What follows belongs to an exercise in optimizing a design on an open flow for small area and a short achievable clock period; a production flow would make more cautious choices.
Where RTL was checked, it was by simulation tests only, not by an equivalence proof against the original.
Power is estimated from default activity; no workload was simulated.

Setup of v57:
==> flow/design.v (excerpt) <==
module arith_eg3_mod(
    input clk,
    input rst,
    input int a,
    input int b,
    input [1:0] sel,
    output int r
);
clock: 75.0 ns
lec_check: 0
abc_area: 1
cap_margin: 20
core_margin: 2
core_utilization: 40
gpl_routability_driven: 0
place_density: 0.8
slew_margin: 72
run.sh (not shown) runs the stock make flow with config.mk's settings and CLKGATE_MAP_FILE= SYNTH_SCRIPT=/design/flow/synth_recipe.tcl, a recipe that flattens the netlist after the stock synthesis.
Input changes introduced in v40 (baseline for comparison: v57):
- CORE_UTILIZATION now 55, was 40
- PLACE_DENSITY now 0.7, was 0.8
- GPL_ROUTABILITY_DRIVEN no longer set, was 0
Results
v40 vs v57 — die outline width dropped about 15%.
The launch point of the critical path comes out inv2 in one run and mul2 in the other, namely in v57 and v40 respectively.
v40 vs. v57: die area shrank by about 27%; routed wire length climbed 1.4%; utilization up 16 points.
Compared with v57, in v40 net count after synthesis held, vertical die dimension went down 44 microns, total power draw went down 0.0063 mW, cell count of the worst reg-to-reg path went up 3, post-route worst setup slack went down 140 ps.
Setup changes, v40 to v5
- PLACE_DENSITY: 0.7 -> unset
- CORE_UTILIZATION: 55 -> 40
Results
- v40 -> v5: net count after synthesis delta 0, exact match
- v5 consumes more power than v40 does.
- Going from v40 to v5, register-to-register slack shrank by 190 ps; routed wirelength normalized by instance count higher.
- Changes observed in v5 relative to v40: total number of nets in the final design barely changed, final cell count saw an increase, number of vias after detailed routing has remained practically unchanged.
- Compared with v40, v5 shows a setup slack that is 670 ps higher.
Inputs modified between v5 and v41:
- SLEW_MARGIN changed from 72 to 76
Findings:
Taking v5 as the reference, in v41 pre-CTS setup slack now larger; fraction of standard cell area that is sequential comparable. Delta (v41 minus v5): multi-input combinational area share down 0.24 points; instance count along the most critical hold path flat; routed length on met2 down about 0.5%.

---

Another version of the RTL of arith_eg3_mod (not shown whole).
Size in the first run: ~4,500 cells after synthesis, ~170 flip-flops, roughly 100 I/O pins, roughly 35,000 sq um of cells after synthesis.
## arith_eg3_mod
module arith_eg3_mod(
    input clk,
    input rst,
    input int a,
    input int b,
    input [1:0] sel,
    output int r
);
    localparam int K1 = 11;
    localparam int K2 = 24;
    localparam int RIPPLE_MAX = 4;    
    logic        mul0, mul1, mul2;       
    logic        div0, div1, div2;       
    logic        inv0, inv1, inv2;       
    logic        nq0,  nq1,  nq2;        
    logic [31:0] ns0,  ns1,  ns2;        
    logic [31:0] y0,   y1,   y2;         
    logic [31:0] xr1,  xr2;              
    logic [31:0] qr1,  qr2;              
    wire  [2:0]        m_mul = {mul2, mul1, mul0};
    wire  [2:0]        m_div = {div2, div1, div0};
    wire  [2:0]        m_inv = {inv2, inv1, inv0};
    wire  [2:0][31:0]  nsrc  = {ns2, ns1, ns0};
    wire  [2:0][31:0]  y     = {y2, y1, y0};
    wire  [2:0][31:0]  xreg  = {xr2, xr1, 32'd0};
    wire  [31:0][31:0] xo;       
    wire  [31:0] qc;               
    wire        s_div = (sel == 2'd3);
    wire        s_mul = (sel == 2'd2);
    wire        s_inv = sel[0];
    wire [31:0] a_abs = a[31] ? -a : a;
    wire [31:0] b_abs = b[31] ? -b : b;
    assign mul0 = s_mul;
    assign div0 = s_div;
    assign inv0 = s_inv;
    assign nq0  = s_div & (a[31] ^ b[31]) & (b != 32'd0);
    assign ns0  = s_div ? a_abs : a;
    assign y0   = (s_div ? b_abs : b) ^ {32{s_inv}};
    for (genvar k = 0; k < 32; k++) begin : row
        localparam int S = (k < K1) ? 0 : (k < K2) ? 1 : 2;
        wire         nb = ~m_mul[S] & nsrc[S][31-k];
        wire [k:0]   xin;
        if (k == 0)                  assign xin = nb;
        else if (k == K1 || k == K2) assign xin = {xreg[S][k-1:0], nb};
  ...
Settings: LEC_CHECK=0, CAP_MARGIN=85, CORE_MARGIN=2, CORE_UTILIZATION=40, SLEW_MARGIN=92; clock period 75.0 ns.
The starting point aborted during 3_5_place_dp, error DPL-0038.
Change:
--- a/flow/config.mk
+++ b/flow/config.mk
@@ -6,6 +6,6 @@
 export NUM_CORES = 4
 export LEC_CHECK = 0
-export CAP_MARGIN = 85
+export CAP_MARGIN = 20
 export CORE_MARGIN = 2
 export CORE_UTILIZATION = 40
-export SLEW_MARGIN = 92
+export SLEW_MARGIN = 20
With this change the flow ran to the end with no violations.
Area after synthesis is unchanged.
Synthesized cell count does not change.
Change:
--- a/flow/config.mk
+++ b/flow/config.mk
@@ -9,3 +9,3 @@
 export CORE_MARGIN = 2
 export CORE_UTILIZATION = 40
-export SLEW_MARGIN = 20
+export SLEW_MARGIN = 65
The new run went through all stages and came out clean.
Combinational power stays flat.
Utilization rose by 0.76 points.
Routed wire length hardly moves.
Clock skew hardly moves.
Clock power rose slightly.
Worst setup slack is better by 2.8 ns.
Change:
--- a/flow/config.mk
+++ b/flow/config.mk
@@ -9,3 +9,3 @@
 export CORE_MARGIN = 2
 export CORE_UTILIZATION = 40
-export SLEW_MARGIN = 65
+export SLEW_MARGIN = 50
After rerunning: Worst setup slack got worse by 2.1 ns; wire length barely changes; total power came out lower by 1.2%; register-to-register slack got worse by 2.4 ns; cell count stays flat; synthesized area stays the same; non-clock buffer count came out lower by 5; hold slack hardly moves; die area is unchanged; synthesized cell count stays the same.

---

arith_eg3_mod, a different RTL version from the one above (not shown whole).
For scale: ~4400 cells after synthesis, roughly 170 flip-flops, ~100 I/O pins.
clock: 75.0 ns
lec_check: 0
cap_margin: 20
core_margin: 2
core_utilization: 40
slew_margin: 70
Change:
- ABC_AREA: not set -> 1
- SLEW_MARGIN: 70 -> 72
=> Count of clock-buffer cells in the layout increases by 1; clock skew hardly moves; register-to-register slack gains 6000 ps; routed wire length is lower by 8.7%.
Change:
- SLEW_MARGIN: 72 -> 65
- The changed run passed the timing, design-rule and antenna checks
- total power drops by 0.54%
- worst setup slack loses 770 ps
- fmax goes down by 2.0%
- design area goes down by 0.67%
- worst hold slack barely changes
- core utilization went down by 0.30 points
- cell count barely changes
- area after synthesis does not change
Function was not checked in any run of this note: the RTL went through the layout flow alone.

---

arith_eg3_mod, a different RTL version from the one above (not shown whole).
Size: about 7600 cells after synthesis, roughly 180 flip-flops, roughly 100 I/O pins, about 42000 sq um of cells after synthesis.
clock: 75.0 ns
lec_check: 0
abc_area: 1
cap_margin: 20
core_margin: 2
core_utilization: 40
slew_margin: 60
==> next run, changes <==
Settings changed: PLACE_DENSITY from default to 0.9, SLEW_MARGIN 60 to 72.
Result:
- The changed run finished clean
- sequential share of layout area is about the same
- power goes up by 2.6%
- sequential cell count stays the same
==> next run, changes <==
Settings changed: PLACE_DENSITY 0.9 to default.
Result: Via count goes down by a few percent; synthesized cell count does not change; fmax grows by a few percent; worst setup slack improved by 0.69 ns.
==> next run, changes <==
Settings changed: CORE_UTILIZATION 40 to 60, PLACE_DENSITY from default to 0.75.
Wire length went down by about 6%.
Worst setup slack degrades by 0.38 ns.
Register-to-register slack loses 0.38 ns.
Sequential cell count does not change.

---

arith_eg3_mod, a different RTL version from the one above (not shown whole).
Size in the first run: roughly 7100 cells after synthesis, roughly 180 flip-flops, roughly 100 I/O pins.
clock: 75.0 ns
lec_check: 0
abc_area: 1
cap_margin: 20
core_margin: 2
core_utilization: 40
slew_margin: 75
Change:
Settings changed: SLEW_MARGIN 75 to 72.
Die area is unchanged; combinational power barely changes; clock-buffer cell count does not change; first-iteration DRC count rises by 5.1%; power falls by 0.57%; worst setup slack is worse by 0.28 ns; area after synthesis is unchanged; clock skew falls by 0.0036 ns; fmax falls by 0.86%; routed wire length stays flat.
No functional check of the RTL was part of any run of this note.

---

## v7
arith_eg3_mod with an RTL version that a note above also has.
Size in the first run: roughly 5600 cells after synthesis.
make LEC_CHECK=0 ABC_AREA=1 CAP_MARGIN=20 CORE_MARGIN=2 CORE_UTILIZATION=40 SLEW_MARGIN=78 finish   # period 75.0 ns
Here is what was changed in the inputs of v44 compared with v7.
# v7
export LEC_CHECK = 0
export ABC_AREA = 1
export CAP_MARGIN = 20
export CORE_MARGIN = 2
export CORE_UTILIZATION = 40
export SLEW_MARGIN = 78
create_clock -name core_clock -period 75.0 [get_ports {clk}]
# v44
export LEC_CHECK = 0
export ABC_AREA = 1
export CAP_MARGIN = 20
export CORE_MARGIN = 2
export CORE_UTILIZATION = 40
export SLEW_MARGIN = 65
create_clock -name core_clock -period 75.0 [get_ports {clk}]
[summary]
Of v44 and v7, it is v44 that has the lower first-pass GRT wire length. v44 vs. v7: portion of total power attributed to sequential cells increased by 0.3 points relative to the old numbers; routed wire length increased by about 0.4% relative to the old numbers; power in combinational cells closely matched the old numbers. The estimated power of v44 ends up lower than the estimate for v7. Lower worst setup slack among v44 and v7: v44. Compared with v7, in v44 diode insertion count for antenna repair saw an increase, time the final worst path needs with I/O delays and setup saw an increase. When v44 is measured against v7, its fmax turns out about 2.6% lower. Compare v44 and v7 | number of buffers outside the clock class in the layout lower: v44.
Setup changes, v44 to v58
# v44
export LEC_CHECK = 0
export ABC_AREA = 1
export CAP_MARGIN = 20
export CORE_MARGIN = 2
export CORE_UTILIZATION = 40
export SLEW_MARGIN = 65
create_clock -name core_clock -period 75.0 [get_ports {clk}]
# v58
export LEC_CHECK = 0
export ABC_AREA = 1
export CAP_MARGIN = 60
export CORE_MARGIN = 2
export CORE_UTILIZATION = 40
export SLEW_MARGIN = 72
create_clock -name core_clock -period 75.0 [get_ports {clk}]
==> comparison <==
- Power drawn by the sequential cells delta (v58 -> v44): insignificant
- v44 has a lower combinational share of power than v58.
- v58 against v44: cell count level, proportion of final cell area spent on non-clock buffers moved up.

-- afterwards: timing with drivers on the ports --
In the flow no input, the clock included, has a driving cell. The finished layouts below were timed again as built, in two steps.
Step 1 (the two cells are an assumption about what drives the block):
set clk [get_ports {clk}]
set_driving_cell -lib_cell sky130_fd_sc_hd__clkbuf_16 $clk
set_driving_cell -lib_cell sky130_fd_sc_hd__buf_2 [delete_from_list [all_inputs] $clk]
Step 2 adds t to the input delays and takes it off the output delays; t is the mean of the earliest and latest rising clock arrival at the registers after step 1. Input paths then give back, and output paths get back, about the clock's delay inside the block.
a / b / c = ideal ports / drivers / drivers and shift; a / b = the first two.
run | shift t [ns] | slack for setup (ns) | clock arrival spread, ns
v57 | 0.524 | 36.087 / 36.033 / 36.239 | 0.015 / 0.015
v40 | 0.547 | 35.949 / 35.885 / 36.432 | 0.033 / 0.032
v5 | 0.534 | 36.615 / 36.551 / 36.682 | 0.017 / 0.018
v41 | 0.532 | 36.605 / 36.542 / 37.073 | 0.024 / 0.023
the second run of note 2 | 0.524 | 30.071 / 30.016 / 30.540 | 0.015 / 0.014
the third run of note 2 | 0.523 | 32.900 / 32.846 / 33.369 | 0.014 / 0.014
the fourth run of note 2 | 0.520 | 30.811 / 30.755 / 31.275 | 0.016 / 0.017
the first run of note 3 | 0.541 | 31.821 / 31.821 / 31.821 | 0.020 / 0.020
the second run of note 3 | 0.538 | 36.548 / 36.483 / 37.021 | 0.023 / 0.023
the third run of note 3 | 0.538 | 35.782 / 35.711 / 35.817 | 0.016 / 0.016
the first run of note 4 | 0.516 | 41.430 / 41.430 / 41.430 | 0.019 / 0.019
the second run of note 4 | 0.508 | 42.148 / 42.148 / 42.148 | 0.025 / 0.025
the third run of note 4 | 0.513 | 42.838 / 42.838 / 42.541 | 0.025 / 0.026
the fourth run of note 4 | 0.521 | 42.463 / 42.463 / 42.463 | 0.027 / 0.028
the first run of note 5 | 0.520 | 42.516 / 42.516 / 42.469 | 0.029 / 0.029
the second run of note 5 | 0.531 | 42.234 / 42.234 / 42.234 | 0.026 / 0.026
v7 | 0.524 | 36.890 / 36.828 / 37.305 | 0.029 / 0.028
v44 | 0.526 | 35.867 / 35.807 / 36.333 | 0.028 / 0.029
v58 | 0.534 | 36.615 / 36.551 / 36.682 | 0.017 / 0.018
After both steps setup and hold are still met in every run listed. The setup slack of the third run of note 4, which loses most, moves by 0.000 ns with the drivers and by -0.297 ns with both steps.
